What follows belongs to an exercise in optimizing a design on an open flow for a short achievable clock period and few clock cycles; a production flow would make more cautious choices. The RTL was checked by simulation tests, not by an equivalence proof against the original design. The clock port is modelled as an ideal driver; clocking choices that lean on that would not hold on a real chip. Power figures rest on the tool's default switching activity, not on a simulated workload.

===== design/flow/run.sh =====
#!/bin/bash
# synth_recipe.tcl (not shown) runs the flow's synth.tcl, then flattens the netlist and writes it again
# the make line also repeats each setting of config.mk as NAME=value (left out here)
make -C /OpenROAD-flow-scripts/flow DESIGN_CONFIG=/design/flow/config.mk WORK_HOME=/design/flow/orfs CLKGATE_MAP_FILE= SYNTH_SCRIPT=/design/flow/synth_recipe.tcl finish

===== design/flow/config.mk =====
export PLATFORM = sky130hd
export DESIGN_NAME = mips_pipeline
export DESIGN_NICKNAME = mips_pipeline
export VERILOG_FILES = /design/flow/design.v
export SDC_FILE = /design/flow/constraint.sdc
export NUM_CORES = 4
export LEC_CHECK = 0
export ABC_CLOCK_PERIOD_IN_PS = 2500
export CAP_MARGIN = 20
export CORE_MARGIN = 2
export CORE_UTILIZATION = 40
export PLACE_DENSITY = 0.6
export SETUP_SLACK_MARGIN = 5
export SLEW_MARGIN = 20

===== design/flow/constraint.sdc =====
create_clock -name core_clock -period 10.0 [get_ports {clk}]
set_input_delay 2.0000 -clock core_clock [delete_from_list [all_inputs] [get_ports {clk}]]
set_output_delay 2.0000 -clock core_clock [all_outputs]
set_load 0.01 [all_outputs]

===== design/flow/design.v =====
module CLA(g0, p0, g1, p1, g2, p2, g3, p3, cin, C1, C2, C3, C4, G, P);
  input g0, p0, g1, p1, g2, p2, g3, p3;
  input cin;
  output C1, C2, C3, C4, G, P;
  assign C1 = g0 | cin & p0;
  assign C2 = g1 | C1 & p1;
  assign C3 = g2 | C2 & p2;
  assign C4 = g3 | C3 & p3;
  assign P = p0 & p1 & p2 & p3;
  assign G = g3 | g2 & p3 | g1 & p2 & p3 | g0 & p1 & p2 & p3;
endmodule
module OverflowDetection(a, bin, op, result, overflow);
  input a, bin;
  input [2:0] op;
  input result;
  output overflow;
  wire b = bin ^ op[2];
  assign overflow =  a &  b & ~result |
                    ~a & ~b &  result;
endmodule
module ALU1Bit(a, bin, cin, less, op, result, cout, g, p, set);
  input a, bin, cin, less;
  input [2:0] op;
  output reg result;
  output cout, g, p, set;
  wire b = bin ^ op[2];
  assign g = a & b;
  assign p = a | b;
  assign set = a ^ b ^ cin;
  assign cout = a & b | a & cin | b & cin;
  always @(*) begin
    casez (op)
    'b ?00: result <= g;
    'b ?01: result <= p;
    'b ?10: result <= set;
    'b ?11: result <= less;
    endcase
  end
endmodule
module ALU4Bit(a, b, cin, less, op, result, cout, G, P, set, overflow, zero);
  input [3:0] a, b;
  input cin, less;
  input [2:0] op;
  output [3:0] result;
  output cout, G, P, set, overflow, zero;
  wire g0, p0, g1, p1, g2, p2, g3, p3;
  wire C1, C2, C3;
  wire msb;
  supply0 gnd;
  assign zero = ~result[3] & ~result[2] & ~result[1] & ~result[0];
  assign set = msb ^ overflow;
  ALU1Bit alu1(a[0], b[0], cin, less, op, result[0],, g0, p0,);
  ALU1Bit alu2(a[1], b[1], C1,  gnd,  op, result[1],, g1, p1,);
  ALU1Bit alu3(a[2], b[2], C2,  gnd,  op, result[2],, g2, p2,);
  ALU1Bit alu4(a[3], b[3], C3,  gnd,  op, result[3],, g3, p3, msb);
  OverflowDetection ovf(a[3], b[3], op, msb, overflow);
  CLA cla(g0, p0, g1, p1, g2, p2, g3, p3, cin, C1, C2, C3, cout, G, P);
endmodule
module ALU16Bit(a, b, cin, less, op, result, cout, G, P, set, overflow, zero);
  input [15:0] a, b;
  input cin, less;
  input [2:0] op;
  output [15:0] result;
  output cout, G, P, set, overflow, zero;
  wire g0, p0, g1, p1, g2, p2, g3, p3;
  wire C1, C2, C3;
  wire [3:0] zeroes;
  supply0 gnd;
  assign zero = zeroes[3] & zeroes[2] & zeroes[1] & zeroes[0];
  ALU4Bit alu1(a[3:0],   b[3:0],   cin, less, op, result[3:0],,   g0, p0,,,     zeroes[0]);
  ALU4Bit alu2(a[7:4],   b[7:4],   C1,  gnd,  op, result[7:4],,   g1, p1,,,     zeroes[1]);
  ALU4Bit alu3(a[11:8],  b[11:8],  C2,  gnd,  op, result[11:8],,  g2, p2,,,     zeroes[2]);
  ALU4Bit alu4(a[15:12], b[15:12], C3,  gnd,  op, result[15:12],, g3, p3, set,, zeroes[3]);
  OverflowDetection ovf(a[15], b[15], op, result[15], overflow);
  CLA cla(g0, p0, g1, p1, g2, p2, g3, p3, cin, C1, C2, C3, cout, G, P);
endmodule
module ALU32Bit(a, b, op, result, set, zero, overflow);
  input [31:0] a, b;
  input [2:0] op;
  output [31:0] result;
  output set, zero, overflow;
  wire carry;
  wire [1:0] zeroes;
  supply0 gnd;
  assign zero = zeroes[1] & zeroes[0];
  ALU16Bit alu1(a[15:0],  b[15:0],  op[2], set, op, result[15:0], carry,,,,, zeroes[0]);
  ALU16Bit alu2(a[31:16], b[31:16], carry, gnd, op, result[31:16],,,, set,,  zeroes[1]);
  OverflowDetection ovf(a[31], b[31], op, result[31], overflow);
endmodule
module Mux32Bit2To1(a, b, op, result);
  input [31:0] a, b;
  input op;
  output [31:0] result;
  assign result = ~{32{op}} & a | {32{op}} & b;
endmodule
module Mux32Bit3To1(a, b, c, op, result);
  input [31:0] a, b, c;
  input [2:0] op;
  output reg [31:0] result;
  always @(*) begin
    case (op)
    'b 00: result = a;
    'b 01: result = b;
    default: result = c;
    endcase
  end
endmodule
module Mux5Bit2To1(a, b, op, result);
  input [4:0] a, b;
  input op;
  output [4:0] result;
  assign result = ~{5{op}} & a | {5{op}} & b;
endmodule
module SignExtension(a, result);
  input [15:0] a;
  output [31:0] result;
  assign result = {{16{a[15]}}, a};
endmodule
module Control(opcode, funct, ALUSrc, RegDst, MemWrite, MemRead, Beq, Bne, Jump,
               MemToReg, RegWrite, ALUControl);
  input [5:0] opcode, funct;
  output reg ALUSrc, RegDst, MemWrite, MemRead, Beq, Bne, Jump, MemToReg,
    RegWrite;
  output reg [2:0] ALUControl;
  always @(*) begin
    ALUSrc = 0;
    RegDst = 0;
    MemWrite = 0;
    MemRead = 0;
    Beq = 0;
    Bne = 0;
    Jump = 0;
    MemToReg = 0;
    RegWrite = 0;
    ALUControl = 'b 010;
    case (opcode)
    'b 000000: begin
      ALUSrc = 0;
      RegDst = 1;
      MemWrite = 0;
      MemRead = 0;
      Beq = 0;
      Bne = 0;
      Jump = 0;
      MemToReg = 0;
      RegWrite = 1;
      case (funct)
      'b 100000: ALUControl = 'b 010;
      'b 100010: ALUControl = 'b 110;
      'b 100100: ALUControl = 'b 000;
      'b 100101: ALUControl = 'b 001;
      'b 101010: ALUControl = 'b 111;
      endcase
    end
    'b 100011: begin
      ALUSrc = 1;
      RegDst = 0;
      MemWrite = 0;
      MemRead = 1;
      Beq = 0;
      Bne = 0;
      Jump = 0;
      MemToReg = 1;
      RegWrite = 1;
      ALUControl = 'b 010;
    end
    'b 101011: begin
      ALUSrc = 1;
      MemWrite = 1;
      MemRead = 0;
      Beq = 0;
      Bne = 0;
      Jump = 0;
      RegWrite = 0;
      ALUControl = 'b 010;
    end
    'b 000100: begin
      ALUSrc = 0;
      MemWrite = 0;
      MemRead = 0;
      Beq = 1;
      Bne = 0;
      Jump = 0;
      RegWrite = 0;
      ALUControl = 'b 110;
    end
    'b 000101: begin
      ALUSrc = 0;
      MemWrite = 0;
      MemRead = 0;
      Beq = 0;
      Bne = 1;
      Jump = 0;
      RegWrite = 0;
      ALUControl = 'b 110;
    end
    'b 000010: begin
      MemWrite = 0;
      MemRead = 0;
      Beq = 0;
      Bne = 0;
      Jump = 1;
      RegWrite = 0;
    end
    'b 001000: begin
      ALUSrc = 1;
      RegDst = 0;
      MemWrite = 0;
      MemRead = 0;
      Beq = 0;
      Bne = 0;
      Jump = 0;
      MemToReg = 0;
      RegWrite = 1;
      ALUControl = 'b 010;
    end
    endcase
  end
endmodule
module RegisterFile(
  input [4:0] ReadRegister1,
  input [4:0] ReadRegister2,
  input [4:0] WriteRegister,
  input [31:0] WriteData,
  input RegWrite,
  input Clk,
  output [31:0] ReadData1,
  output [31:0] ReadData2
);
  reg [31:0] tab[31:1];
  always @(posedge Clk) begin
    if (RegWrite && WriteRegister)
      tab[WriteRegister] <= WriteData;
  end
  assign ReadData1 = ReadRegister1 == 0 ? 32'b0 :
    (RegWrite && WriteRegister == ReadRegister1) ? WriteData : tab[ReadRegister1];
  assign ReadData2 = ReadRegister2 == 0 ? 32'b0 :
    (RegWrite && WriteRegister == ReadRegister2) ? WriteData : tab[ReadRegister2];
endmodule
module mips_pipeline(
  input clk,
  input rst,
  output [31:0] imem_addr,
  input [31:0] imem_data,
  output [31:0] dmem_addr,
  output [31:0] dmem_wdata,
  output dmem_we,
  input [31:0] dmem_rdata,
  output wb_en,
  output [4:0] wb_rd,
  output [31:0] wb_data
);
  localparam [5:0] OP_R = 6'b000000, OP_LW = 6'b100011, OP_SW = 6'b101011,
                   OP_BEQ = 6'b000100, OP_BNE = 6'b000101, OP_J = 6'b000010,
                   OP_ADDI = 6'b001000;
  reg [31:0] pc_q;                  
  reg [31:0] f2_pc;                 
  reg f2_v;
  reg [31:0] s_ins, s_pc;           
  reg s_v;
  reg [31:0] ir, ir_pc, ir_pc2;
  reg ir_v;
  reg e_v, e_wr, e_ld, e_st, e_br, e_beq, e_pred;
  reg e_add, e_sub, e_and, e_or, e_slt;
  reg [4:0] e_dst;
  reg [31:0] e_a, e_b, e_sd, e_alt;
  reg [3:0] e_fa, e_fb, e_fs;       
  reg m1_wr, m1_ld, m1_we;
  reg [4:0] m1_dst;
  reg [31:0] m1_res, m1_sd;
  reg m2_wr, m2_ld;
  reg [4:0] m2_dst;
  reg [31:0] m2_res;
  reg w_wr;
  reg [4:0] w_dst;
  reg [31:0] w_data;
  reg [31:0] rf [1:31];
  function [31:0] fwd(input [3:0] sel, input [31:0] own, input [31:0] x1,
                      input [31:0] x2, input [31:0] x3);
    fwd = ({32{sel[0]}} & x1) | ({32{sel[1]}} & x2) | ({32{sel[2]}} & x3) |
          ({32{sel[3]}} & own);
  endfunction
  wire [31:0] fa = fwd(e_fa, e_a, m1_res, m2_res, w_data);
  wire [31:0] fb = fwd(e_fb, e_b, m1_res, m2_res, w_data);
  wire [31:0] fs = fwd(e_fs, e_sd, m1_res, m2_res, w_data);
  wire [31:0] bx = fb ^ {32{e_sub}};
  wire [31:0] sum = fa + bx + {31'b0, e_sub};
  wire lt = (fa[31] ^ fb[31]) ? fa[31] : sum[31];
  wire [31:0] alu = ({32{e_add}} & sum) | ({32{e_and}} & (fa & fb)) |
                    ({32{e_or}} & (fa | fb)) | {31'b0, e_slt & lt};
  wire eq = fa == fb;
  wire taken = e_beq ? eq : ~eq;
  wire e_mis = e_v & e_br & (taken ^ e_pred);
  wire [5:0] op = ir[31:26];
  wire [4:0] rs = ir[25:21], rt = ir[20:16], rdf = ir[15:11];
  wire [31:0] sext = {{16{ir[15]}}, ir[15:0]};
  wire is_r = op == OP_R, is_lw = op == OP_LW, is_sw = op == OP_SW;
  wire is_beq = op == OP_BEQ, is_bne = op == OP_BNE, is_j = op == OP_J;
  wire is_addi = op == OP_ADDI;
  wire is_br = is_beq | is_bne;
  wire use_a = is_r | is_addi | is_lw | is_sw | is_br;
  wire use_b = is_r | is_sw | is_br;
  wire [4:0] dst = is_r ? rdf : rt;
  wire d_wr = (is_r | is_addi | is_lw) && dst != 5'd0;
  wire d_imm = is_addi | is_lw | is_sw;
  wire [5:0] fn = ir[5:0];
  wire r_sub = fn == 6'b100010, r_and = fn == 6'b100100, r_or = fn == 6'b100101,
       r_slt = fn == 6'b101010;
  wire hz_e = e_v & e_ld & ((use_a & rs == e_dst) | (use_b & rt == e_dst));
  wire hz_m = m1_ld & ((use_a & rs == m1_dst) | (use_b & rt == m1_dst));
  wire hz = hz_e | hz_m;
  wire issue = ir_v & ~hz & ~e_mis;
  wire same = rs == rt;
  wire pred = same ? is_beq : (is_bne | ir[15]);
  wire [31:0] btgt = ir_pc2 + sext;
  wire [31:0] jtgt = {2'b00, ir_pc2[31:28], ir[25:0]};
  wire d_redir = issue & (is_j | (is_br & pred));
  wire [31:0] d_tgt = is_j ? jtgt : btgt;
  function [3:0] fsel(input [4:0] r);
    if (e_v & e_wr & e_dst == r) fsel = 4'b0001;
    else if (m1_wr & m1_dst == r) fsel = 4'b0010;
    else if (m2_wr & m2_dst == r) fsel = 4'b0100;
    else fsel = 4'b1000;
  endfunction
  wire [31:0] rv_a = rs == 5'd0 ? 32'b0 : (w_wr & w_dst == rs) ? w_data : rf[rs];
  wire [31:0] rv_b = rt == 5'd0 ? 32'b0 : (w_wr & w_dst == rt) ? w_data : rf[rt];
  assign imem_addr = pc_q;
  assign dmem_addr = m1_res;
  assign dmem_wdata = m1_sd;
  assign dmem_we = m1_we;
  assign wb_en = w_wr;
  assign wb_rd = w_dst;
  assign wb_data = w_data;
  wire adv = ~ir_v | issue;         
  always @(posedge clk) begin
    if (w_wr)
      rf[w_dst] <= w_data;
  end
  always @(posedge clk) begin
    if (rst) begin
      pc_q <= 0;
      f2_v <= 0;
      s_v <= 0;
      ir_v <= 0;
      e_v <= 0;
      m1_wr <= 0;
      m1_ld <= 0;
      m1_we <= 0;
      m2_wr <= 0;
      m2_ld <= 0;
      w_wr <= 0;
    end else begin
      w_wr <= m2_wr;
      w_dst <= m2_dst;
      w_data <= m2_ld ? dmem_rdata : m2_res;
      m2_wr <= m1_wr;
      m2_ld <= m1_ld;
      m2_dst <= m1_dst;
      m2_res <= m1_res;
      m1_wr <= e_v & e_wr;
      m1_ld <= e_v & e_ld;
      m1_we <= e_v & e_st;
      m1_dst <= e_dst;
      m1_res <= alu;
      m1_sd <= fs;
      e_v <= issue;
      e_wr <= d_wr;
      e_ld <= is_lw & d_wr;
      e_st <= is_sw;
      e_br <= is_br;
      e_beq <= is_beq;
      e_pred <= pred;
      e_alt <= pred ? ir_pc + 32'd1 : btgt;
      e_dst <= dst;
      e_add <= ~is_r | ~(r_and | r_or | r_slt);
      e_sub <= is_r & (r_sub | r_slt);
      e_and <= is_r & r_and;
      e_or <= is_r & r_or;
      e_slt <= is_r & r_slt;
      e_a <= rv_a;
      e_b <= d_imm ? sext : rv_b;
      e_sd <= rv_b;
      e_fa <= use_a ? fsel(rs) : 4'b1000;
      e_fb <= (use_b & ~d_imm) ? fsel(rt) : 4'b1000;
      e_fs <= use_b ? fsel(rt) : 4'b1000;
      f2_pc <= pc_q;
      if (e_mis | d_redir) begin
        pc_q <= e_mis ? e_alt : d_tgt;
        f2_v <= 0;
        s_v <= 0;
        ir_v <= 0;
      end else if (adv) begin
        if (s_v) begin
          ir <= s_ins;
          ir_pc <= s_pc;
          ir_pc2 <= s_pc + 32'd2;
          ir_v <= 1;
          s_ins <= imem_data;
          s_pc <= f2_pc;
          s_v <= f2_v;
        end else begin
          ir <= imem_data;
          ir_pc <= f2_pc;
          ir_pc2 <= f2_pc + 32'd2;
          ir_v <= f2_v;
        end
        pc_q <= pc_q + 32'd1;
        f2_v <= 1;
      end else if (~s_v) begin
        s_ins <= imem_data;
        s_pc <= f2_pc;
        s_v <= f2_v;
        pc_q <= pc_q + 32'd1;
        f2_v <= 1;
      end else if (f2_v) begin
        pc_q <= f2_pc;
        f2_v <= 0;
      end else begin
        pc_q <= pc_q + 32'd1;
        f2_v <= 1;
      end
    end
  end
endmodule

==> results of run 1 <==
[cell families (layout without fill, tap and decap cells)]
| group | count (synthesis) | count (layout) | share of synthesized area [%] |
|---|---|---|---|
| AO/OA/AOI/OAI | 913 | 913 | 7.86 |
| other | 0 | 2 | 0 |
| AND/OR/NAND/NOR | 880 | 880 | 5.26 |
| XOR/XNOR | 225 | 225 | 2.60 |
| buffers and inverters | 480 | 788 | 2.56 |
| adder cells (fa/ha/maj) | 130 | 130 | 2.17 |
| multiplexers | 831 | 831 | 19.5 |
| flip-flops | 1529 | 1529 | 60.0 |
[power groups by stage]
stage	clock (mW)	combinational, mW	sequential [mW]
final	6.20	2.24	7.52
after global routing	6.51	2.41	7.54
after CTS	6.28	2.24	7.52
after detailed placement	0	2.22	7.65
after global placement	0	2.21	7.65
after floorplan	0	1.38	7.66
[critical path: stages, from the launching register on]
cell and delay (ns):
edfxtp_1 0.37, buf_4 0.31, a22oi_1 0.23, nand2_1 0.14
ha_1 0.36, nor4_1 0.45, nand4_1 0.15, buf_4 0.20
o2111a_1 0.29, or2_2 0.44, a41oi_2 0.23, buf_6 0.27
nand2_2 0.27, or2_4 0.46, inv_16 0.18
[layer usage]
layer	GRT usage [%]	up-vias	part of all wire (%)
met4	12.3	0	5.3
met3	3.95	467	7.8
met5	0	-	0
met2	40.7	2341	49
met1	31.7	24800	38
li1	-	20300	-
[final cells by class]
cell class / instances / share of cell area, %
clock inverter: 102 / 1.29
clock buffer: 204 / 4.99
inverter: 142 / 0.639
sequential: 1529 / 52.6
antenna: 2 / 0.00579
multi-input combinational: 2979 / 33.1
timing repair buffer: 339 / 3.72
timing repair inverter: 1 / 0.0188
tap: 2495 / 3.61
[worst max path at each step]
stage | from | end | cells after the start
6_report | e_fb[2] | ir_pc2[18] | 14
5_1_grt | e_fb[2] | ir[21] | 14
4_1_cts | e_fb[2] | pc_q[1] | 17
3_5_place_dp | w_data[25] | ir_pc[12] | 13
3_3_place_gp | w_data[25] | ir[0] | 13
2_1_floorplan | rst | s_ins[0] | 5
[per-stage QoR]
stage / std cells / worst slack (ns)
global placement: 7480 / 3.89
finish: 7793 / 5.20
global route: 7791 / 5.00
floorplan: 4988 / 1.62
CTS: 7790 / 5.04
detailed placement: 7481 / 3.85
[sequential cells by signal (all words and copies together) (netlist names), 4 cells and up, named ones only]
signal	cells
rf	992
e_a	32
e_alt	32
e_b	32
e_sd	32
f2_pc	32
ir	32
ir_pc	32
m1_res	32
m1_sd	32
m2_res	32
pc_q	32
s_ins	32
s_pc	32
w_data	32
ir_pc2	31
e_dst	5
m1_dst	5
m2_dst	5
w_dst	5
e_fa	4
e_fb	4
e_fs	4
[what timing repair did]
item,4_1_cts,5_1_grt
setup buffers,2,1
resized for setup,15,10
pin swaps,1,1
endpoints found under the setup margin,235,192
cloned,1,0
[cell usage in the layout, fill, tap and decap left out, types with 27 or more instances in the layout]
| cell | netlist | layout |
|---|---|---|
| clkbuf_1 | 200 | 36 |
| clkdlybuf4s50_1 | 0 | 200 |
| a211oi_1 | 62 | 62 |
| and3_1 | 28 | 27 |
| xnor2_1 | 117 | 117 |
| clkinv_2 | 0 | 33 |
| nor2_1 | 283 | 250 |
| a221oi_1 | 33 | 33 |
| nand2_1 | 310 | 308 |
| xor2_1 | 108 | 108 |
| nor2b_1 | 34 | 33 |
| nand3_1 | 56 | 54 |
| nor3_1 | 65 | 62 |
| a22oi_1 | 194 | 194 |
| edfxtp_1 | 1482 | 1482 |
| o221ai_1 | 47 | 47 |
| clkinv_1 | 0 | 28 |
| ha_1 | 128 | 128 |
| o21ai_0 | 119 | 119 |
| dfxtp_1 | 47 | 40 |
| buf_4 | 5 | 123 |
| mux4_2 | 501 | 501 |
| o21ai_1 | 32 | 31 |
| mux2_2 | 137 | 137 |
| clkbuf_16 | 0 | 166 |
| nor2_4 | 0 | 33 |
| mux2i_1 | 185 | 185 |
| inv_1 | 140 | 139 |
| a21oi_1 | 279 | 279 |
==> out/metrics.csv, run 1 <==
metric;value;unit
status;timing/DRC/antenna clean;
ranking of synthesized cells by area;edfxtp_1 (59%), mux4_2 (15%), mux2i_1 (2.4%);
top post-synthesis cells by count;edfxtp_1 (1482), mux4_2 (501), nand2_1 (310);
main flop type after synthesis;edfxtp_1;
first-pass GRT wire length;344;mm
Final ANT Viol Nets;0;
clk latency of the worst-skew pair;0.82;ns
clk buf depth;3;
Data required, critical path;10.49;ns
Total Wirelength;241;mm
fin crit period;4.80;ns
Initial Utilization;40.3;%
Synth Warn #;1;
RD Place Congestion;0.870;
Remaining Overflow, GRT;0;
Slew @ Worst Pin;1.17;ns
fin area;0.0865;sq mm
Crit Path Max Fanout;48;
Clock Sinks;1529;
Max-cap violations;0;
Hold EP;m2_ld;
Clock power frac;38.8;%
vias in the first global route;48000;
Vias/cell;6.14;
I/O Pins;201;
Mapped Cells;4988;
Setup TNS;0;ns
Crit Reg-Reg Startpoint;e_fb[2];
Reg2Reg Capture Point;ir_pc2[18];
die area;0.193;sq mm
CTS buffer count;166;
combinational share of power;14.0;%
Synth top area share;58.8;%
area of the core;0.188;sq mm
Fin. Hold Viols;0;
CP startpoint kind;flip-flop;
synthesized flop and latch total;1529;
RSZ-0062 raised after global routing;false;
die width;439;um
final core occ;46.0;%
final setup fails;0;
chip height;439;um
R2R depth;14;
Critical Path End Type;flip-flop;
Seq pwr share;47.1;%
DRC Markers;0;
footprint of the multi-input gates;0.0287;sq mm
Area growth syn-to-layout;14.3;%
count leader, synth;edfxtp_1;
htree depth;4;
PortBufs;200;
initial antenna violation count;6;
Syn Area/Cell;15.2;sq um
Design Power;16.0;mW
Root Buffer;clkbuf_16;
Starting DRT DRC Count;5566;
Final Cycle Share;48.0;%
# hold bufs at CTS;0;
syn nets;5184;
clk slew on worst S/H paths;0.06;ns
Async S/R FF share, synth;0;%
Filler Cell Count;16300;
Final nets;5354;
Net Sw Power;4.18;mW
Hold Crit Class;flip-flop to flip-flop;
hold_ws;0.460;ns
synth unique cells;82;
row count;159;
post-synthesis sequential area ratio;60.0;%
Synth area leader;edfxtp_1;
Power Density;185;mW/mm^2
via count;47900;
maximum number of pins on one net before global-route repair;113;
Worst Hold Depth;1;
Sw Ratio;26.2;%
layout cells sized above 1;20.8;%
number of flops mapped to enable cells by yosys;1482;
Synth Cell Area;0.0757;sq mm
CP arrival;5.29;ns
Crit Path Category;flip-flop to flip-flop;
internal power;11.8;mW
placed inst area;0.0809;sq mm
hpwl dp;141;mm
WL/cell;30.9;um
peak supply drop;0.000142;V
hold_sp;m1_ld;
1st-pass router iterations;6;
Overall Global Routing Usage;24.7;%
worst clock skew;0.0519;ns
Max Clock Freq;208;MHz
relative slew slack;19.9;%
sequential cell area;0.0455;sq mm
Slew Limit Fails;0;
TritonCTS clock tree;built;
R2R Setup Slk;5.20;ns
P_leak;29.1;nW
Testbench counts, summed over its fixed seeds: cycles 14,842.
==> run 2, diff against run 1 <==
--- a/design/flow/design.v
+++ b/design/flow/design.v
@@ -254,12 +254,8 @@
                    OP_BEQ = 6'b000100, OP_BNE = 6'b000101, OP_J = 6'b000010,
                    OP_ADDI = 6'b001000;
   reg [31:0] pc_q;                  
-  reg [31:0] f2_pc;                 
-  reg f2_v;
-  reg [31:0] s_ins, s_pc;           
-  reg s_v;
-  reg [31:0] ir, ir_pc, ir_pc2;
-  reg ir_v;
+  reg [31:0] d_pc, d_pc1, d_pc2;    
+  reg d_v;
   reg e_v, e_wr, e_ld, e_st, e_br, e_beq, e_pred;
   reg e_add, e_sub, e_and, e_or, e_slt;
   reg [4:0] e_dst;
@@ -291,6 +287,7 @@
   wire eq = fa == fb;
   wire taken = e_beq ? eq : ~eq;
   wire e_mis = e_v & e_br & (taken ^ e_pred);
+  wire [31:0] ir = imem_data;
   wire [5:0] op = ir[31:26];
   wire [4:0] rs = ir[25:21], rt = ir[20:16], rdf = ir[15:11];
   wire [31:0] sext = {{16{ir[15]}}, ir[15:0]};
@@ -309,13 +306,13 @@
   wire hz_e = e_v & e_ld & ((use_a & rs == e_dst) | (use_b & rt == e_dst));
   wire hz_m = m1_ld & ((use_a & rs == m1_dst) | (use_b & rt == m1_dst));
   wire hz = hz_e | hz_m;
-  wire issue = ir_v & ~hz & ~e_mis;
+  wire go = d_v & ~hz;
+  wire stall = d_v & hz;
   wire same = rs == rt;
   wire pred = same ? is_beq : (is_bne | ir[15]);
-  wire [31:0] btgt = ir_pc2 + sext;
-  wire [31:0] jtgt = {2'b00, ir_pc2[31:28], ir[25:0]};
-  wire d_redir = issue & (is_j | (is_br & pred));
-  wire [31:0] d_tgt = is_j ? jtgt : btgt;
+  wire [31:0] btgt = d_pc2 + sext;
+  wire [31:0] jtgt = {2'b00, d_pc2[31:28], ir[25:0]};
+  wire redir = go & (is_j | (is_br & pred));
   function [3:0] fsel(input [4:0] r);
     if (e_v & e_wr & e_dst == r) fsel = 4'b0001;
     else if (m1_wr & m1_dst == r) fsel = 4'b0010;
@@ -324,6 +321,8 @@
   endfunction
   wire [31:0] rv_a = rs == 5'd0 ? 32'b0 : (w_wr & w_dst == rs) ? w_data : rf[rs];
   wire [31:0] rv_b = rt == 5'd0 ? 32'b0 : (w_wr & w_dst == rt) ? w_data : rf[rt];
+  wire [31:0] pc_d = redir ? (is_j ? jtgt : btgt) :
+                     stall ? d_pc : pc_q + 32'd1;
   assign imem_addr = pc_q;
   assign dmem_addr = m1_res;
   assign dmem_wdata = m1_sd;
@@ -331,7 +330,6 @@
   assign wb_en = w_wr;
   assign wb_rd = w_dst;
   assign wb_data = w_data;
-  wire adv = ~ir_v | issue;         
   always @(posedge clk) begin
     if (w_wr)
       rf[w_dst] <= w_data;
@@ -339,9 +337,7 @@
   always @(posedge clk) begin
     if (rst) begin
       pc_q <= 0;
-      f2_v <= 0;
-      s_v <= 0;
-      ir_v <= 0;
+      d_v <= 0;
       e_v <= 0;
       m1_wr <= 0;
       m1_ld <= 0;
@@ -363,14 +359,14 @@
       m1_dst <= e_dst;
       m1_res <= alu;
       m1_sd <= fs;
-      e_v <= issue;
+      e_v <= go & ~e_mis;
       e_wr <= d_wr;
       e_ld <= is_lw & d_wr;
       e_st <= is_sw;
       e_br <= is_br;
       e_beq <= is_beq;
       e_pred <= pred;
-      e_alt <= pred ? ir_pc + 32'd1 : btgt;
+      e_alt <= pred ? d_pc1 : btgt;
       e_dst <= dst;
       e_add <= ~is_r | ~(r_and | r_or | r_slt);
       e_sub <= is_r & (r_sub | r_slt);
@@ -383,42 +379,11 @@
       e_fa <= use_a ? fsel(rs) : 4'b1000;
       e_fb <= (use_b & ~d_imm) ? fsel(rt) : 4'b1000;
       e_fs <= use_b ? fsel(rt) : 4'b1000;
-      f2_pc <= pc_q;
-      if (e_mis | d_redir) begin
-        pc_q <= e_mis ? e_alt : d_tgt;
-        f2_v <= 0;
-        s_v <= 0;
-        ir_v <= 0;
-      end else if (adv) begin
-        if (s_v) begin
-          ir <= s_ins;
-          ir_pc <= s_pc;
-          ir_pc2 <= s_pc + 32'd2;
-          ir_v <= 1;
-          s_ins <= imem_data;
-          s_pc <= f2_pc;
-          s_v <= f2_v;
-        end else begin
-          ir <= imem_data;
-          ir_pc <= f2_pc;
-          ir_pc2 <= f2_pc + 32'd2;
-          ir_v <= f2_v;
-        end
-        pc_q <= pc_q + 32'd1;
-        f2_v <= 1;
-      end else if (~s_v) begin
-        s_ins <= imem_data;
-        s_pc <= f2_pc;
-        s_v <= f2_v;
-        pc_q <= pc_q + 32'd1;
-        f2_v <= 1;
-      end else if (f2_v) begin
-        pc_q <= f2_pc;
-        f2_v <= 0;
-      end else begin
-        pc_q <= pc_q + 32'd1;
-        f2_v <= 1;
-      end
+      pc_q <= e_mis ? e_alt : pc_d;
+      d_pc <= pc_q;
+      d_pc1 <= pc_q + 32'd1;
+      d_pc2 <= pc_q + 32'd2;
+      d_v <= ~e_mis & ~redir & ~stall;
     end
   end
 endmodule
==> design/flow/flow/run.sh (new file) <==
#!/bin/bash
set -euo pipefail
cd "$(dirname "$0")/.."
MARGIN=$(cat flow/margin.txt)
bash standard.sh SETUP_SLACK_MARGIN=$MARGIN finish > standard_flow.log 2>&1
==> design/flow/flow/margin.txt (new file) <==
6.5
==> design/flow/standard.sh (new file) <==
#!/bin/bash
# synth_recipe.tcl (not shown) runs the flow's synth.tcl, then flattens the netlist and writes it again
# the make line also repeats each setting of config.mk as NAME=value (left out here)
make -C /OpenROAD-flow-scripts/flow DESIGN_CONFIG=/design/flow/config.mk WORK_HOME=/design/flow/orfs CLKGATE_MAP_FILE= SYNTH_SCRIPT=/design/flow/synth_recipe.tcl "${@:-finish}"
removed: design/flow/run.sh
==> out/metrics.csv, run 2 <==
metric;value;unit;change
Most Frequent Cell on Critical Path;buf_12;;
die width;424;um;-3.4%
hold_sp;e_alt[28];;
Overall Global Routing Usage;30.9;%;+6.2 points
Root Buffer;clkbuf_16;;
Critical Path End Type;flip-flop;;
Crit Reg-Reg Startpoint;e_fb[2];;
number of flops mapped to enable cells by yosys;1386;;-6.5%
# hold bufs at CTS;0;;unchanged
1st-pass router iterations;8;;+2
Slew @ Worst Pin;1.14;ns;-0.0278 ns
Slowest Stage Delay on Critical Path;0.44;ns;-0.02 ns
Design Power;15.5;mW;-2.9%
WL/cell;37.5;um;+21%
largest family of logic cells by synthesized area;multiplexers;;
Compound-Gate Fraction of Synth Area;8.91;%;+1.1 points
worst-path cell with the longest stage delay;edfxtp_1;;
final setup fails;0;;unchanged
origin of the worst setup path;e_fb[2];;
max reg flops;992;;unchanged
Synth Area in Adders;2.31;%;+0.14 points
Area growth syn-to-layout;29.7;%;
Synth Cell Area;0.0706;sq mm;-6.7%
CP top delay family;compound AO/OA/AOI/OAI gates;;
I/O Pins;201;;unchanged
syn nets;4870;;-6.1%
vias in the first global route;48700;;+1.4%
CP startpoint kind;flip-flop;;
via count;51600;;+7.7%
synthesized flop and latch total;1426;;-6.7%
maximum number of pins on one net before global-route repair;81;;-28%
Async S/R FF share, synth;0;%;unchanged
status;timing/DRC/antenna clean;;
initial antenna violation count;20;;+14
count leader, synth;edfxtp_1;;
Mapped Cells;4675;;-6.3%
mux contribution to synthesized area;18.8;%;-0.71 points
placed insts;7009;;-6.3%
synth unique cells;75;;-8.5%
Total Wirelength;293;mm;+22%
clk slew on worst S/H paths;0.07;ns;about the same
post-synthesis sequential area ratio;60.1;%;about the same
top post-synthesis cells by count;edfxtp_1 (1386), mux4_2 (418), nand2_1 (322);;
Setup TNS;0;ns;unchanged
final core occ;52.1;%;+6.1 points
worst clock skew;0.0379;ns;-0.0140 ns
clk buf depth;3;;unchanged
Synth area leader;edfxtp_1;;
Clock Sinks;1426;;-6.7%
RD Place Congestion;0.874;;+0.39%
sequential cell area;0.0425;sq mm;-6.4%
CP arrival;4.39;ns;-0.90 ns
Simple-Gate Fraction of Synth Area;4.86;%;-0.40 points
Final ANT Viol Nets;0;;unchanged
PortBufs;200;;unchanged
CP cell instances;buf_12 -> buf_12 -> buf_12 -> a22oi_2 -> nand2_2 -> xor2_1 -> ha_1 -> nand2_2 -> nor2b_4 -> and3_4 -> a22oi_2 -> nand2_4 -> a21bo_4 -> o21a_1 -> or3_1 -> a31o_2;;
clk latency of the worst-skew pair;0.83;ns;about the same
ranking of synthesized cells by area;edfxtp_1 (59%), mux4_2 (13%), mux2i_1 (2.9%);;
Slew Limit Fails;0;;unchanged
Top reg by flops;rf;;
Hold Crit Class;flip-flop to flip-flop;;
Synth Warn #;1;;unchanged
Filler Cell Count;14100;;-13%
CP bufs+invs;3;;-1
Syn Area/Cell;15.1;sq um;-0.46%
Max Clock Freq;261;MHz;+25%
Crit Path Category;flip-flop to flip-flop;;
commonest non-fill, non-tap cell in the layout;edfxtp_1;;
Fin. Hold Viols;0;;unchanged
peak supply drop;0.000136;V;-3.8%
relative slew slack;23.9;%;+4.0 points
footprint of the multi-input gates;0.0296;sq mm;+3.2%
R2R Setup Slk;6.17;ns;+0.97 ns
Vias/cell;6.60;;+7.3%
fin crit period;3.83;ns;-0.974 ns
die area;0.180;sq mm;-6.6%
area of the core;0.176;sq mm;-6.5%
htree depth;4;;unchanged
chip height;424;um;-3.4%
hpwl dp;150;mm;+6.6%
TritonCTS clock tree;built;;
row count;154;;-3.1%
RSZ-0062 raised after global routing;true;;
Data required, critical path;10.57;ns;+0.08 ns
Final nets;5537;;+3.4%
post-route insts no fill;7820;;+0.35%
Max-cap violations;0;;unchanged
DRC Markers;0;;unchanged
Post-Synth XOR/XNOR Area;2.43;%;-0.17 points
layout cells sized above 1;38.4;%;+18 points
first-pass GRT wire length;388;mm;+13%
Starting DRT DRC Count;8415;;+51%
Synth top area share;58.9;%;+0.14 points
P_leak;32.5;nW;+12%
Initial Utilization;40.2;%;-0.077 points
Final Cycle Share;38.3;%;-9.7 points
CTS buffer count;156;;-6.0%
Power Density;169;mW/mm^2;-8.3%
Remaining Overflow, GRT;0;;unchanged
Crit Path Max Fanout;7;;-85%
commonest non-fill, non-tap cells in the layout;edfxtp_1 (1386), mux4_2 (418), buf_4 (378);;
main flop type after synthesis;edfxtp_1;;
==> run 2: cell types whose count changed after synthesis, sizes merged, moves of 24 or more <==
cell and delta:
a211oi -56, edfxtp -96, o221ai +27, nor2 -103, inv -44, mux4 -83
a21oi -24, xnor2 -37, a221oi +47
==> run 2: logic make-up after synthesis <==
group           count (synthesis)
mux                           784
compound gates                931
simple gates                  768
fa+ha+maj                     129
buf+inv                       441
flops                        1426
xor+xnor                      196
==> run 2: final timing paths <==
path / end / cells past startpoint
setup / recovery: m1_res[28] / 16
hold / removal: pc_q[28] / 2
setup reg to reg: m1_res[28] / 16
hold reg to reg: pc_q[28] / 2
==> run 2: repair_timing <==
item | 4_1_cts | 5_1_grt
setup endpoints to repair | 588 | 201
pin swaps | 153 | 157
setup buffers | 292 | 112
resized for setup | 1185 | 270
cloned | 83 | 28
==> run 2: per-layer routing <==
| metal | wire length, um | global-route usage, % |
|---|---|---|
| met5 | 391 | 0 |
| met4 | 17700 | 15.9 |
| met3 | 40300 | 10.1 |
| met2 | 129000 | 46.1 |
| met1 | 106000 | 40.3 |
==> run 2: per-stage QoR <==
step	setup slack, ns	hold slack, ns	instance area (sq um)
finish	6.17	0.445	91600
global route	6.11	0.474	91600
CTS	6.20	0.448	88800
detailed placement	4.18	0.440	76200
global placement	4.23	0.435	76200
floorplan	5.78	0.424	72000
==> run 2: layout make-up <==
class	count	share of cell area, %
tap	2340	3.20
multi-input combinational	2812	32.3
clock buffer	188	4.47
antenna	6	0.0164
timing repair buffer	846	12.0
clock inverter	102	1.17
timing repair inverter	1	0.00956
sequential	1426	46.4
inverter	99	0.423
==> run 2: tightest hold or removal path, delay by kind of cell (launching register included) <==
kind | cells | cell delay (ns)
AND/OR/NAND/NOR | 1 | 0.05
flip-flops | 1 | 0.32
AO/OA/AOI/OAI | 1 | 0.06
==> run 2: power by group <==
part,switching (mW),leakage (nW),internal [mW],total (mW)
Sequential,0.149,13.1,6.77,6.92
Clock,2.60,2.52,3.23,5.84
Combinational,1.52,16.9,1.21,2.73
Testbench counts of run 2, summed over its fixed seeds: cycles 13,695.
==> run 3, diff against run 2 <==
--- a/design/flow/design.v
+++ b/design/flow/design.v
@@ -255,8 +255,11 @@
                    OP_ADDI = 6'b001000;
   reg [31:0] pc_q;                  
   reg [31:0] d_pc, d_pc1, d_pc2;    
+  reg [15:0] d_hi_inc, d_hi_dec;    
   reg d_v;
-  reg e_v, e_wr, e_ld, e_st, e_br, e_beq, e_pred;
+  reg d_sh;                         
+  reg e_v, e_wr, e_ld, e_st;
+  reg e_meq, e_mne;                 
   reg e_add, e_sub, e_and, e_or, e_slt;
   reg [4:0] e_dst;
   reg [31:0] e_a, e_b, e_sd, e_alt;
@@ -285,8 +288,7 @@
   wire [31:0] alu = ({32{e_add}} & sum) | ({32{e_and}} & (fa & fb)) |
                     ({32{e_or}} & (fa | fb)) | {31'b0, e_slt & lt};
   wire eq = fa == fb;
-  wire taken = e_beq ? eq : ~eq;
-  wire e_mis = e_v & e_br & (taken ^ e_pred);
+  wire e_mis = eq ? e_meq : e_mne;
   wire [31:0] ir = imem_data;
   wire [5:0] op = ir[31:26];
   wire [4:0] rs = ir[25:21], rt = ir[20:16], rdf = ir[15:11];
@@ -306,11 +308,16 @@
   wire hz_e = e_v & e_ld & ((use_a & rs == e_dst) | (use_b & rt == e_dst));
   wire hz_m = m1_ld & ((use_a & rs == m1_dst) | (use_b & rt == m1_dst));
   wire hz = hz_e | hz_m;
-  wire go = d_v & ~hz;
-  wire stall = d_v & hz;
+  wire live = e_mis ? d_sh : d_v;
+  wire go = live & ~hz;
+  wire stall = live & hz;
+  wire redir1 = ~hz & (is_j | (is_br & pred));
   wire same = rs == rt;
   wire pred = same ? is_beq : (is_bne | ir[15]);
-  wire [31:0] btgt = d_pc2 + sext;
+  wire [16:0] blo = {1'b0, d_pc2[15:0]} + {1'b0, ir[15:0]};
+  wire [15:0] bhi = (blo[16] == ir[15]) ? d_pc2[31:16] :
+                    blo[16] ? d_hi_inc : d_hi_dec;
+  wire [31:0] btgt = {bhi, blo[15:0]};
   wire [31:0] jtgt = {2'b00, d_pc2[31:28], ir[25:0]};
   wire redir = go & (is_j | (is_br & pred));
   function [3:0] fsel(input [4:0] r);
@@ -321,8 +328,11 @@
   endfunction
   wire [31:0] rv_a = rs == 5'd0 ? 32'b0 : (w_wr & w_dst == rs) ? w_data : rf[rs];
   wire [31:0] rv_b = rt == 5'd0 ? 32'b0 : (w_wr & w_dst == rt) ? w_data : rf[rt];
-  wire [31:0] pc_d = redir ? (is_j ? jtgt : btgt) :
-                     stall ? d_pc : pc_q + 32'd1;
+  wire [31:0] tgt = is_j ? jtgt : btgt;
+  wire [31:0] pc_d = redir ? tgt : stall ? d_pc : pc_q + 32'd1;
+  wire [31:0] pc_sh = redir1 ? tgt : hz ? d_pc : d_pc1;
+  wire [16:0] pc2_lo = {1'b0, pc_q[15:0]} + 17'd2;
+  wire pc2_c16 = pc2_lo[16];
   assign imem_addr = pc_q;
   assign dmem_addr = m1_res;
   assign dmem_wdata = m1_sd;
@@ -338,7 +348,10 @@
     if (rst) begin
       pc_q <= 0;
       d_v <= 0;
+      d_sh <= 0;
       e_v <= 0;
+      e_meq <= 0;
+      e_mne <= 0;
       m1_wr <= 0;
       m1_ld <= 0;
       m1_we <= 0;
@@ -347,43 +360,47 @@
       w_wr <= 0;
     end else begin
       w_wr <= m2_wr;
-      w_dst <= m2_dst;
-      w_data <= m2_ld ? dmem_rdata : m2_res;
       m2_wr <= m1_wr;
       m2_ld <= m1_ld;
-      m2_dst <= m1_dst;
-      m2_res <= m1_res;
       m1_wr <= e_v & e_wr;
       m1_ld <= e_v & e_ld;
       m1_we <= e_v & e_st;
-      m1_dst <= e_dst;
-      m1_res <= alu;
-      m1_sd <= fs;
-      e_v <= go & ~e_mis;
-      e_wr <= d_wr;
-      e_ld <= is_lw & d_wr;
-      e_st <= is_sw;
-      e_br <= is_br;
-      e_beq <= is_beq;
-      e_pred <= pred;
-      e_alt <= pred ? d_pc1 : btgt;
-      e_dst <= dst;
-      e_add <= ~is_r | ~(r_and | r_or | r_slt);
-      e_sub <= is_r & (r_sub | r_slt);
-      e_and <= is_r & r_and;
-      e_or <= is_r & r_or;
-      e_slt <= is_r & r_slt;
-      e_a <= rv_a;
-      e_b <= d_imm ? sext : rv_b;
-      e_sd <= rv_b;
-      e_fa <= use_a ? fsel(rs) : 4'b1000;
-      e_fb <= (use_b & ~d_imm) ? fsel(rt) : 4'b1000;
-      e_fs <= use_b ? fsel(rt) : 4'b1000;
-      pc_q <= e_mis ? e_alt : pc_d;
-      d_pc <= pc_q;
-      d_pc1 <= pc_q + 32'd1;
-      d_pc2 <= pc_q + 32'd2;
+      e_v <= go;
+      e_meq <= go & is_br & (is_beq ^ pred);
+      e_mne <= go & is_br & ~(is_beq ^ pred);
+      pc_q <= e_mis ? (d_sh ? pc_sh : e_alt) : pc_d;
       d_v <= ~e_mis & ~redir & ~stall;
+      d_sh <= ~e_mis & redir & is_br;
     end
   end
+  always @(posedge clk) begin
+    w_dst <= m2_dst;
+    w_data <= m2_ld ? dmem_rdata : m2_res;
+    m2_dst <= m1_dst;
+    m2_res <= m1_res;
+    m1_dst <= e_dst;
+    m1_res <= alu;
+    m1_sd <= fs;
+    e_wr <= d_wr;
+    e_ld <= is_lw & d_wr;
+    e_st <= is_sw;
+    e_alt <= pred ? d_pc1 : btgt;
+    e_dst <= dst;
+    e_add <= ~is_r | ~(r_and | r_or | r_slt);
+    e_sub <= is_r & (r_sub | r_slt);
+    e_and <= is_r & r_and;
+    e_or <= is_r & r_or;
+    e_slt <= is_r & r_slt;
+    e_a <= rv_a;
+    e_b <= d_imm ? sext : rv_b;
+    e_sd <= rv_b;
+    e_fa <= use_a ? fsel(rs) : 4'b1000;
+    e_fb <= (use_b & ~d_imm) ? fsel(rt) : 4'b1000;
+    e_fs <= use_b ? fsel(rt) : 4'b1000;
+    d_pc <= pc_q;
+    d_pc1 <= pc_q + 32'd1;
+    d_pc2 <= pc_q + 32'd2;
+    d_hi_inc <= pc_q[31:16] + {15'b0, pc2_c16} + 16'd1;
+    d_hi_dec <= pc_q[31:16] + {15'b0, pc2_c16} - 16'd1;
+  end
 endmodule
==> out/metrics.csv, run 3 <==
metric;value;unit;change
TritonCTS clock tree;built;;
status;timing/DRC/antenna clean;;
clk latency of the worst-skew pair;0.84;ns;about the same
RSZ-0062 raised after global routing;true;;
worst clock skew;0.0322;ns;-0.00567 ns
Crit Path Max Fanout;32;;+25
synthesized flop and latch total;1457;;+2.2%
hpwl dp;139;mm;-7.5%
Max Clock Freq;236;MHz;-9.6%
number of flops mapped to enable cells by yosys;992;;-28%
# hold bufs at CTS;0;;unchanged
Sw Ratio;29.3;%;+1.7 points
internal power;12.9;mW;+15%
post-synthesis sequential area ratio;57.1;%;-3.0 points
final setup fails;0;;unchanged
Fin. Hold Viols;0;;unchanged
fin area;0.0882;sq mm;-3.7%
chip height;418;um;-1.5%
Total Wirelength;260;mm;-11%
Data required, critical path;10.68;ns;+0.11 ns
max reg flops;992;;unchanged
Synth Warn #;1;;unchanged
commonest non-fill, non-tap cells in the layout;edfxtp_1 (992), mux4_2 (448), dfxtp_1 (355);;
CP startpoint kind;flip-flop;;
initial antenna violation count;15;;-25%
Final nets;5562;;+0.45%
maximum number of pins on one net before global-route repair;52;;-36%
synth unique cells;85;;+13%
Root Buffer;clkbuf_16;;
syn nets;5027;;+3.2%
area of the core;0.170;sq mm;-3.5%
Mapped Cells;4842;;+3.6%
die area;0.175;sq mm;-3.0%
Seq pwr share;42.8;%;-1.9 points
htree depth;4;;unchanged
Final Cycle Share;42.3;%;+4.1 points
DRC Markers;0;;unchanged
fin crit period;4.23;ns;+0.408 ns
via count;49800;;-3.4%
Clock power frac;33.7;%;-4.0 points
Synth Cell Area;0.0685;sq mm;-3.0%
relative slew slack;24.0;%;+0.038 points
first-pass GRT wire length;355;mm;-8.5%
row count;151;;-1.9%
commonest non-fill, non-tap cell in the layout;edfxtp_1;;
final core occ;52.0;%;-0.16 points
CTS buffer count;157;;+0.64%
clk slew on worst S/H paths;0.06;ns;about the same
vias in the first global route;47900;;-1.6%
Slew @ Worst Pin;1.13;ns;-0.00632 ns
combinational share of power;23.5;%;+5.9 points
Hold Crit Class;flip-flop to flip-flop;;
top post-synthesis cells by count;edfxtp_1 (992), dfxtp_1 (465), mux4_2 (448);;
Top reg by flops;rf;;
Power Density;206;mW/mm^2;+22%
PortBufs;200;;unchanged
Crit Path Category;flip-flop to flip-flop;;
clk buf depth;3;;unchanged
CP arrival;4.91;ns;+0.52 ns
peak supply drop;0.000193;V;+42%
Critical Path End Type;flip-flop;;
ranking of synthesized cells by area;edfxtp_1 (44%), mux4_2 (15%), dfxtp_1 (14%);;
Starting DRT DRC Count;6822;;-19%
Setup TNS;0;ns;unchanged
die width;418;um;-1.5%
RD Place Congestion;0.874;;about the same
main flop type after synthesis;edfxtp_1;;
Design Power;18.2;mW;+17%
Slew Limit Fails;0;;unchanged
Async S/R FF share, synth;0;%;unchanged
Syn Area/Cell;14.1;sq um;-6.4%
Area growth syn-to-layout;28.7;%;
Synth top area share;43.5;%;-15 points
Vias/cell;6.45;;-2.3%
Net Sw Power;5.33;mW;+25%
I/O Pins;201;;unchanged
Initial Utilization;40.4;%;+0.18 points
1st-pass router iterations;5;;-3
R2R Setup Slk;5.77;ns;-0.41 ns
count leader, synth;edfxtp_1;;
layout cells sized above 1;37.4;%;-1.0 points
Synth area leader;edfxtp_1;;
Remaining Overflow, GRT;0;;unchanged
Final ANT Viol Nets;0;;unchanged
Overall Global Routing Usage;28.5;%;-2.4 points
WL/cell;33.6;um;-10%
P_leak;31.7;nW;-2.7%
Max-cap violations;0;;unchanged
placed inst area;0.0738;sq mm;-3.2%
hold_ws;0.388;ns;-0.0573 ns
Clock Sinks;1457;;+2.2%
[run 3: changes by cell type after synthesis, moves of 21 or more]
cell,change
edfxtp_1,-394
xnor2_1,+35
mux4_2,+30
a21o_1,-21
nand2_1,-48
nor2_1,+57
dfxtp_1,+425
nand3_1,+27
[run 3: cell families (layout without fill, tap and decap cells)]
| kind of cell | after synthesis | count (layout) | synth area share (%) |
|---|---|---|---|
| XOR/XNOR | 219 | 219 | 2.80 |
| flip-flops | 1457 | 1457 | 57.1 |
| AND/OR/NAND/NOR | 867 | 872 | 5.89 |
| AO/OA/AOI/OAI | 905 | 906 | 8.85 |
| adder cells (fa/ha/maj) | 119 | 119 | 2.20 |
| buffers and inverters | 466 | 1126 | 2.84 |
| multiplexers | 809 | 810 | 20.3 |
| other | 0 | 4 | 0 |
[run 3: area by class of cell]
type | count | area [sq um]
fillers | 13800 | 81500
repair buffers | 723 | 9500
clock inverters | 84 | 1040
clock buffers | 207 | 4330
well taps | 2218 | 2780
multi-input cells | 2926 | 30600
diodes | 4 | 10.0
inverters | 112 | 429
flip-flops and latches | 1457 | 39400
[run 3: critical path, cell delays in order (launching register included)]
cell and delay, ns:
dfxtp_1 0.33, buf_12 0.17, a22oi_2 0.26, nand2_2 0.14
ha_4 0.27, nor4_4 0.34, nand4_1 0.39, nor2_4 0.31
mux2_4 0.36, mux2i_4 0.19, or2_4 0.28, buf_12 0.15
mux2_2 0.28, a222oi_1 0.42, o31ai_1 0.14
[run 3: per-layer routing]
metal  part of all wire, %  track usage [%]
met1                    38             38.5
met5                 0.022                0
met4                   4.2             11.3
met3                    13             8.18
met2                    45             43.3
[run 3: what timing repair did]
action	in CTS	in global routing
buffers inserted	236	84
pin swaps	144	120
gates cloned	66	16
gates resized for setup	1206	221
setup endpoints to repair	358	194
[run 3: power by group through the flow]
stage | Clock [mW] | Sequential (mW) | Combinational [mW]
CTS | 6.15 | 7.76 | 4.00
global placement | 0 | 7.90 | 2.63
detailed placement | 0 | 7.90 | 2.67
finish | 6.12 | 7.78 | 4.28
floorplan | 0 | 8.07 | 1.12
global route | 6.39 | 7.81 | 4.45
[run 3: final timing paths]
kind,endpoint,cells past startpoint,from
setup reg to reg,pc_q[22],14,e_fa[2]
hold reg to reg,m2_res[9],0,m1_res[9]
hold / removal,m2_res[9],0,m1_res[9]
setup / recovery,pc_q[22],14,e_fa[2]
[run 3: per-stage QoR]
step,setup WS [ns],cells
3_3_place_gp,3.89,7034
2_1_floorplan,5.61,4842
4_1_cts,6.02,7627
5_1_grt,5.84,7729
3_5_place_dp,3.90,7034
6_report,5.77,7731
Testbench counts of run 3, summed over its fixed seeds: cycles 13,302.
==> run 4, diff against run 3 <==
--- a/design/flow/design.v
+++ b/design/flow/design.v
@@ -255,15 +255,17 @@
                    OP_ADDI = 6'b001000;
   reg [31:0] pc_q;                  
   reg [31:0] d_pc, d_pc1, d_pc2;    
-  reg [15:0] d_hi_inc, d_hi_dec;    
   reg d_v;
   reg d_sh;                         
   reg e_v, e_wr, e_ld, e_st;
   reg e_meq, e_mne;                 
   reg e_add, e_sub, e_and, e_or, e_slt;
   reg [4:0] e_dst;
-  reg [31:0] e_a, e_b, e_sd, e_alt;
+  reg [31:0] e_a, e_b, e_sd, e_imm, e_pc1, e_pc2;
+  reg e_pred;
   reg [3:0] e_fa, e_fb, e_fs;       
+  reg [3:0] e_fan, e_fbn;           
+  reg e_fsl;                        
   reg m1_wr, m1_ld, m1_we;
   reg [4:0] m1_dst;
   reg [31:0] m1_res, m1_sd;
@@ -279,14 +281,59 @@
     fwd = ({32{sel[0]}} & x1) | ({32{sel[1]}} & x2) | ({32{sel[2]}} & x3) |
           ({32{sel[3]}} & own);
   endfunction
+  function [32:0] ks32(input [31:0] a, input [31:0] b, input cin);
+    reg [31:0] p, G, P, Gn, Pn;
+    integer i, d;
+    begin
+      p = a ^ b;
+      G = a & b;
+      P = p;
+      G[0] = G[0] | (p[0] & cin);
+      for (d = 1; d < 32; d = d * 2) begin
+        Gn = G;
+        Pn = P;
+        for (i = d; i < 32; i = i + 1) begin
+          Gn[i] = G[i] | (P[i] & G[i-d]);
+          Pn[i] = P[i] & P[i-d];
+        end
+        G = Gn;
+        P = Pn;
+      end
+      ks32 = {G[31], p ^ {G[30:0], cin}};
+    end
+  endfunction
+  function [16:0] ks16(input [15:0] a, input [15:0] b);
+    reg [15:0] p, G, P, Gn, Pn;
+    integer i, d;
+    begin
+      p = a ^ b;
+      G = a & b;
+      P = p;
+      for (d = 1; d < 16; d = d * 2) begin
+        Gn = G;
+        Pn = P;
+        for (i = d; i < 16; i = i + 1) begin
+          Gn[i] = G[i] | (P[i] & G[i-d]);
+          Pn[i] = P[i] & P[i-d];
+        end
+        G = Gn;
+        P = Pn;
+      end
+      ks16 = {G[15], p ^ {G[14:0], 1'b0}};
+    end
+  endfunction
   wire [31:0] fa = fwd(e_fa, e_a, m1_res, m2_res, w_data);
   wire [31:0] fb = fwd(e_fb, e_b, m1_res, m2_res, w_data);
-  wire [31:0] fs = fwd(e_fs, e_sd, m1_res, m2_res, w_data);
-  wire [31:0] bx = fb ^ {32{e_sub}};
-  wire [31:0] sum = fa + bx + {31'b0, e_sub};
+  wire [31:0] fs = fwd(e_fs, e_sd, m1_res, m2_res, w_data) | ({32{e_fsl}} & dmem_rdata);
+  wire [31:0] nx = {32{e_sub}};
+  wire [31:0] bx = fwd(~e_fbn, e_b ^ nx, m1_res ^ nx, m2_res ^ nx, w_data ^ nx);
+  wire [31:0] fax = fwd(~e_fan, e_a, m1_res, m2_res, w_data);
+  wire [32:0] sum_c = ks32(fax, bx, e_sub);
+  wire [31:0] sum = sum_c[31:0];
   wire lt = (fa[31] ^ fb[31]) ? fa[31] : sum[31];
   wire [31:0] alu = ({32{e_add}} & sum) | ({32{e_and}} & (fa & fb)) |
                     ({32{e_or}} & (fa | fb)) | {31'b0, e_slt & lt};
+  wire [31:0] e_alt = e_pred ? e_pc1 : e_pc2 + e_imm;
   wire eq = fa == fb;
   wire e_mis = eq ? e_meq : e_mne;
   wire [31:0] ir = imem_data;
@@ -306,18 +353,18 @@
   wire r_sub = fn == 6'b100010, r_and = fn == 6'b100100, r_or = fn == 6'b100101,
        r_slt = fn == 6'b101010;
   wire hz_e = e_v & e_ld & ((use_a & rs == e_dst) | (use_b & rt == e_dst));
-  wire hz_m = m1_ld & ((use_a & rs == m1_dst) | (use_b & rt == m1_dst));
+  wire hz_m = m1_ld & ((use_a & rs == m1_dst) | (use_b & ~is_sw & rt == m1_dst));
+  wire sd_ld = m1_ld & m1_dst == rt & ~(e_v & e_wr & e_dst == rt);
   wire hz = hz_e | hz_m;
   wire live = e_mis ? d_sh : d_v;
   wire go = live & ~hz;
   wire stall = live & hz;
   wire redir1 = ~hz & (is_j | (is_br & pred));
   wire same = rs == rt;
-  wire pred = same ? is_beq : (is_bne | ir[15]);
-  wire [16:0] blo = {1'b0, d_pc2[15:0]} + {1'b0, ir[15:0]};
-  wire [15:0] bhi = (blo[16] == ir[15]) ? d_pc2[31:16] :
-                    blo[16] ? d_hi_inc : d_hi_dec;
-  wire [31:0] btgt = {bhi, blo[15:0]};
+  wire [8:0] blo = {1'b0, d_pc2[7:0]} + {1'b0, ir[7:0]};
+  wire near = (ir[15:7] == 9'h000 && !blo[8]) || (ir[15:7] == 9'h1ff && blo[8]);
+  wire pred = near & (same ? is_beq : (is_bne | ir[15]));
+  wire [31:0] btgt = {d_pc2[31:8], blo[7:0]};
   wire [31:0] jtgt = {2'b00, d_pc2[31:28], ir[25:0]};
   wire redir = go & (is_j | (is_br & pred));
   function [3:0] fsel(input [4:0] r);
@@ -326,13 +373,29 @@
     else if (m2_wr & m2_dst == r) fsel = 4'b0100;
     else fsel = 4'b1000;
   endfunction
-  wire [31:0] rv_a = rs == 5'd0 ? 32'b0 : (w_wr & w_dst == rs) ? w_data : rf[rs];
-  wire [31:0] rv_b = rt == 5'd0 ? 32'b0 : (w_wr & w_dst == rt) ? w_data : rf[rt];
+  wire [31:0] oh_a = 32'b1 << rs;
+  wire [31:0] oh_b = 32'b1 << rt;
+  reg [31:0] rf_a, rf_b;
+  integer k;
+  always @(*) begin
+    rf_a = 32'b0;
+    rf_b = 32'b0;
+    for (k = 1; k < 32; k = k + 1) begin
+      rf_a = rf_a | ({32{oh_a[k]}} & rf[k]);
+      rf_b = rf_b | ({32{oh_b[k]}} & rf[k]);
+    end
+  end
+  wire [31:0] rv_a = rf_a;
+  wire [31:0] rv_b = rf_b;
   wire [31:0] tgt = is_j ? jtgt : btgt;
-  wire [31:0] pc_d = redir ? tgt : stall ? d_pc : pc_q + 32'd1;
+  wire redir0 = d_v & ~hz & (is_j | (is_br & pred));
+  wire stall0 = d_v & hz;
+  wire [31:0] pc_d = redir0 ? tgt : stall0 ? d_pc : pc_q + 32'd1;
   wire [31:0] pc_sh = redir1 ? tgt : hz ? d_pc : d_pc1;
-  wire [16:0] pc2_lo = {1'b0, pc_q[15:0]} + 17'd2;
-  wire pc2_c16 = pc2_lo[16];
+  wire [31:0] pc_mis = rst ? 32'b0 : d_sh ? pc_sh : e_alt;
+  wire [31:0] pc_nomis = rst ? 32'b0 : pc_d;
+  wire [31:0] pc_eq = e_meq ? pc_mis : pc_nomis;
+  wire [31:0] pc_ne = e_mne ? pc_mis : pc_nomis;
   assign imem_addr = pc_q;
   assign dmem_addr = m1_res;
   assign dmem_wdata = m1_sd;
@@ -340,13 +403,13 @@
   assign wb_en = w_wr;
   assign wb_rd = w_dst;
   assign wb_data = w_data;
+  wire [31:0] m2_val = m2_ld ? dmem_rdata : m2_res;
   always @(posedge clk) begin
-    if (w_wr)
-      rf[w_dst] <= w_data;
+    if (m2_wr)
+      rf[m2_dst] <= m2_val;
   end
   always @(posedge clk) begin
     if (rst) begin
-      pc_q <= 0;
       d_v <= 0;
       d_sh <= 0;
       e_v <= 0;
@@ -368,14 +431,13 @@
       e_v <= go;
       e_meq <= go & is_br & (is_beq ^ pred);
       e_mne <= go & is_br & ~(is_beq ^ pred);
-      pc_q <= e_mis ? (d_sh ? pc_sh : e_alt) : pc_d;
-      d_v <= ~e_mis & ~redir & ~stall;
-      d_sh <= ~e_mis & redir & is_br;
+      d_v <= ~e_mis & ~redir0 & ~stall0;
+      d_sh <= ~e_mis & redir0 & is_br;
     end
   end
   always @(posedge clk) begin
     w_dst <= m2_dst;
-    w_data <= m2_ld ? dmem_rdata : m2_res;
+    w_data <= m2_val;
     m2_dst <= m1_dst;
     m2_res <= m1_res;
     m1_dst <= e_dst;
@@ -384,7 +446,10 @@
     e_wr <= d_wr;
     e_ld <= is_lw & d_wr;
     e_st <= is_sw;
-    e_alt <= pred ? d_pc1 : btgt;
+    e_pred <= pred;
+    e_pc1 <= d_pc1;
+    e_pc2 <= d_pc2;
+    e_imm <= sext;
     e_dst <= dst;
     e_add <= ~is_r | ~(r_and | r_or | r_slt);
     e_sub <= is_r & (r_sub | r_slt);
@@ -396,11 +461,13 @@
     e_sd <= rv_b;
     e_fa <= use_a ? fsel(rs) : 4'b1000;
     e_fb <= (use_b & ~d_imm) ? fsel(rt) : 4'b1000;
-    e_fs <= use_b ? fsel(rt) : 4'b1000;
+    e_fan <= ~(use_a ? fsel(rs) : 4'b1000);
+    e_fbn <= ~((use_b & ~d_imm) ? fsel(rt) : 4'b1000);
+    e_fs <= (use_b & ~sd_ld) ? fsel(rt) : 4'b0000;
+    e_fsl <= sd_ld;
+    pc_q <= eq ? pc_eq : pc_ne;
     d_pc <= pc_q;
     d_pc1 <= pc_q + 32'd1;
     d_pc2 <= pc_q + 32'd2;
-    d_hi_inc <= pc_q[31:16] + {15'b0, pc2_c16} + 16'd1;
-    d_hi_dec <= pc_q[31:16] + {15'b0, pc2_c16} - 16'd1;
   end
 endmodule
==> design/flow/flow/run.sh (replaced) <==
#!/bin/bash
set -euo pipefail
cd "$(dirname "$0")/.."
MARGIN=$(cat flow/margin.txt)
bash standard.sh SETUP_SLACK_MARGIN=$MARGIN cts > standard_cts.log 2>&1
RES=orfs/results/sky130hd/mips_pipeline/base
MARGIN=$MARGIN RES=$RES openroad -no_init -exit flow/repair.tcl > repair.log 2>&1
bash standard.sh SETUP_SLACK_MARGIN=$MARGIN finish > standard_finish.log 2>&1
==> design/flow/flow/repair.tcl (new file) <==
# Extra timing repair on the placed, clock-tree-synthesized design.
set plat $::env(FLOW_HOME)/platforms/sky130hd
set res $::env(RES)
read_liberty $plat/lib/sky130_fd_sc_hd__tt_025C_1v80.lib
read_db $res/4_cts.odb
read_sdc $res/4_cts.sdc
source $plat/setRC.tcl
set_propagated_clock [all_clocks]
set_dont_use [get_lib_cells {sky130_fd_sc_hd__probe_p_8 sky130_fd_sc_hd__probec_p_8 sky130_fd_sc_hd__lpflow_* sky130_fd_sc_hd__clkdlybuf4s*}]
estimate_parasitics -placement
report_worst_slack -max
# Port buffers: weak or delay cells on ports become buf_4 or stronger.
set n 0
foreach c [get_cells -quiet {input* output*}] {
  set r [get_property $c ref_name]
  if {[regexp {clkdlybuf|buf_1$|buf_2$} $r]} {
    replace_cell $c sky130_fd_sc_hd__buf_4
    incr n
  }
}
puts "port buffers replaced: $n"
estimate_parasitics -placement
report_worst_slack -max
repair_timing -setup -setup_margin $::env(MARGIN) -repair_tns 100 -verbose
repair_timing -hold -hold_margin 0 -verbose
detailed_placement
check_placement -verbose
estimate_parasitics -placement
report_worst_slack -max
report_worst_slack -min
write_db $res/4_cts.odb
==> out/metrics.csv, run 4 <==
metric;value;unit;change
vias in the first global route;54500;;+14%
R2R depth;20;;+6
ranking of synthesized cells by area;edfxtp_1 (46%), dfxtp_1 (15%), a22oi_1 (9.0%);;
Initial Utilization;40.2;%;-0.18 points
Clock power frac;35.2;%;+1.5 points
fin crit period;3.86;ns;-0.372 ns
die width;408;um;-2.4%
combinational share of power;17.1;%;-6.4 points
Sw Ratio;29.7;%;+0.45 points
Root Buffer;clkbuf_16;;
Remaining Overflow, GRT;0;;unchanged
main flop type after synthesis;edfxtp_1;;
Seq pwr share;47.7;%;+4.9 points
DR WL met2;131;mm;+13%
Filler Cell Count;13700;;-0.82%
commonest non-fill, non-tap cells in the layout;edfxtp_1 (992), a22oi_1 (736), buf_4 (424);;
Fin. Hold Viols;0;;unchanged
clk latency of the worst-skew pair;0.83;ns;about the same
hold_ws;0.336;ns;-0.0521 ns
synthesized flop and latch total;1484;;+1.9%
Max Clock Freq;259;MHz;+9.6%
status;timing/DRC/antenna clean;;
Synth Cell Area;0.0652;sq mm;-4.8%
TritonCTS clock tree;built;;
placed inst area;0.0712;sq mm;-3.4%
Syn Area/Cell;12.2;sq um;-14%
RD Place Congestion;0.934;;+6.8%
area of the core;0.162;sq mm;-4.4%
count leader, synth;edfxtp_1;;
Crit Path Max Fanout;6;;-81%
RSZ-0062 raised after global routing;true;;
Design Power;16.8;mW;-7.4%
DRC Markers;0;;unchanged
Clock Sinks;1484;;+1.9%
hpwl dp;162;mm;+17%
I/O Pins;201;;unchanged
fin area;0.0831;sq mm;-5.7%
Overall Global Routing Usage;37.0;%;+8.5 points
number of flops mapped to enable cells by yosys;992;;unchanged
P_leak;29.8;nW;-5.8%
Vias/cell;7.33;;+14%
htree depth;4;;unchanged
1st-pass router iterations;13;;+8
Synth top area share;45.7;%;+2.2 points
CP startpoint kind;primary input;;
first-pass GRT wire length;433;mm;+22%
worst clock skew;0.0608;ns;+0.0286 ns
clk buf depth;3;;unchanged
Async S/R FF share, synth;0;%;unchanged
post-synthesis sequential area ratio;60.8;%;+3.7 points
wire length on met1;110;mm;+11%
final setup fails;0;;unchanged
initial antenna violation count;25;;+10
Starting DRT DRC Count;13500;;+98%
relative slew slack;21.0;%;-3.0 points
Top Metal Used;met5;;
Mapped Cells;5345;;+10%
maximum number of pins on one net before global-route repair;53;;+1.9%
Net Sw Power;5.01;mW;-6.0%
WL/cell;40.4;um;+20%
peak supply drop;0.000194;V;+0.52%
footprint of the multi-input gates;0.0265;sq mm;-13%
max reg flops;992;;unchanged
Power Density;203;mW/mm^2;-1.8%
Area growth syn-to-layout;27.6;%;
synth unique cells;86;;+1.2%
Final Cycle Share;38.6;%;-3.7 points
Synth Warn #;1;;unchanged
final core occ;51.2;%;-0.72 points
syn nets;5550;;+10%
sequential cell area;0.0400;sq mm;+1.4%
run 4: changes by cell type after synthesis, moves of 107 or more:
| cell | before | now |
|---|---|---|
| mux2i_1 | 199 | 80 |
| o22ai_1 | 9 | 118 |
| nand3_1 | 72 | 203 |
| a22o_1 | 0 | 150 |
| clkbuf_1 | 220 | 327 |
| a21oi_1 | 250 | 104 |
| a22oi_1 | 207 | 783 |
| mux2_2 | 156 | 24 |
| mux4_2 | 448 | 0 |
run 4: stage by stage:
step | instances | setup WS, ns
floorplan | 5345 | 5.54
global placement | 7496 | 3.92
detailed placement | 7497 | 3.83
CTS | 7956 | 6.06
global route | 8168 | 6.05
finish | 8200 | 6.14
run 4: final timing paths:
| check | startpoint | endpoint | slack (ns) |
|---|---|---|---|
| worst max-delay path | imem_data[3] | pc_q[7] | 6.14 |
| worst min-delay path | d_pc1[16] | e_pc1[16] | 0.34 |
| worst max register to register | e_fbn[2] | m1_res[20] | 6.17 |
| worst min register to register | d_pc1[16] | e_pc1[16] | 0.34 |
run 4: what timing repair did:
| action | CTS | global route |
|---|---|---|
| cloned | 24 | 19 |
| buffers inserted | 160 | 128 |
| pin swaps | 123 | 157 |
| endpoints found under the setup margin | 301 | 109 |
| resized for setup | 979 | 168 |
run 4: cells by family after synthesis:
kind of cell             count (synthesis)  share of synthesized area, %
adder cells (fa/ha/maj)                139                          2.71
buffers and inverters                  560                          3.37
AND/OR/NAND/NOR                       1112                          8.47
XOR/XNOR                               151                          2.03
multiplexers                           104                          1.64
flip-flops                            1484                          60.8
AO/OA/AOI/OAI                         1795                          21.0
run 4: routing by layer:
metal	up-vias	global-route usage [%]
met3	2034	16.9
met2	6778	51.9
met1	28700	44.8
met4	22	26.3
met5	-	0
li1	22600	-
run 4: worst max-delay path: stages:
cell,delay [ns]
dlygate4sd2_1,0.32
ha_1,0.35
nand4_1,0.15
nand3_2,0.12
buf_4,0.11
nand3_2,0.10
a211oi_4,0.37
nand2b_4,0.25
buf_6,0.14
buf_6,0.11
a211oi_2,0.05
a211o_1,0.24
a32o_1,0.24
run 4: power groups by stage:
stage                     combinational [mW]  clock, mW  sequential [mW]
after floorplan                         1.20          0             7.98
after global placement                  2.36          0             8.06
after detailed placement                2.41          0             8.07
after CTS                               2.57       5.88             7.99
after global routing                    3.00       6.13             8.06
final                                   2.88       5.92             8.04
run 4: area by class of cell:
cell class,count,area share [%]
Clock buffer,179,4.81
Sequential cell,1484,48.1
Timing Repair Buffer,747,9.68
Antenna cell,37,0.111
Tap cell,2175,3.27
Multi-Input combinational cell,3309,31.9
Inverter,173,0.810
Clock inverter,96,1.28
Testbench counts of run 4, summed over its fixed seeds: cycles 13,270.
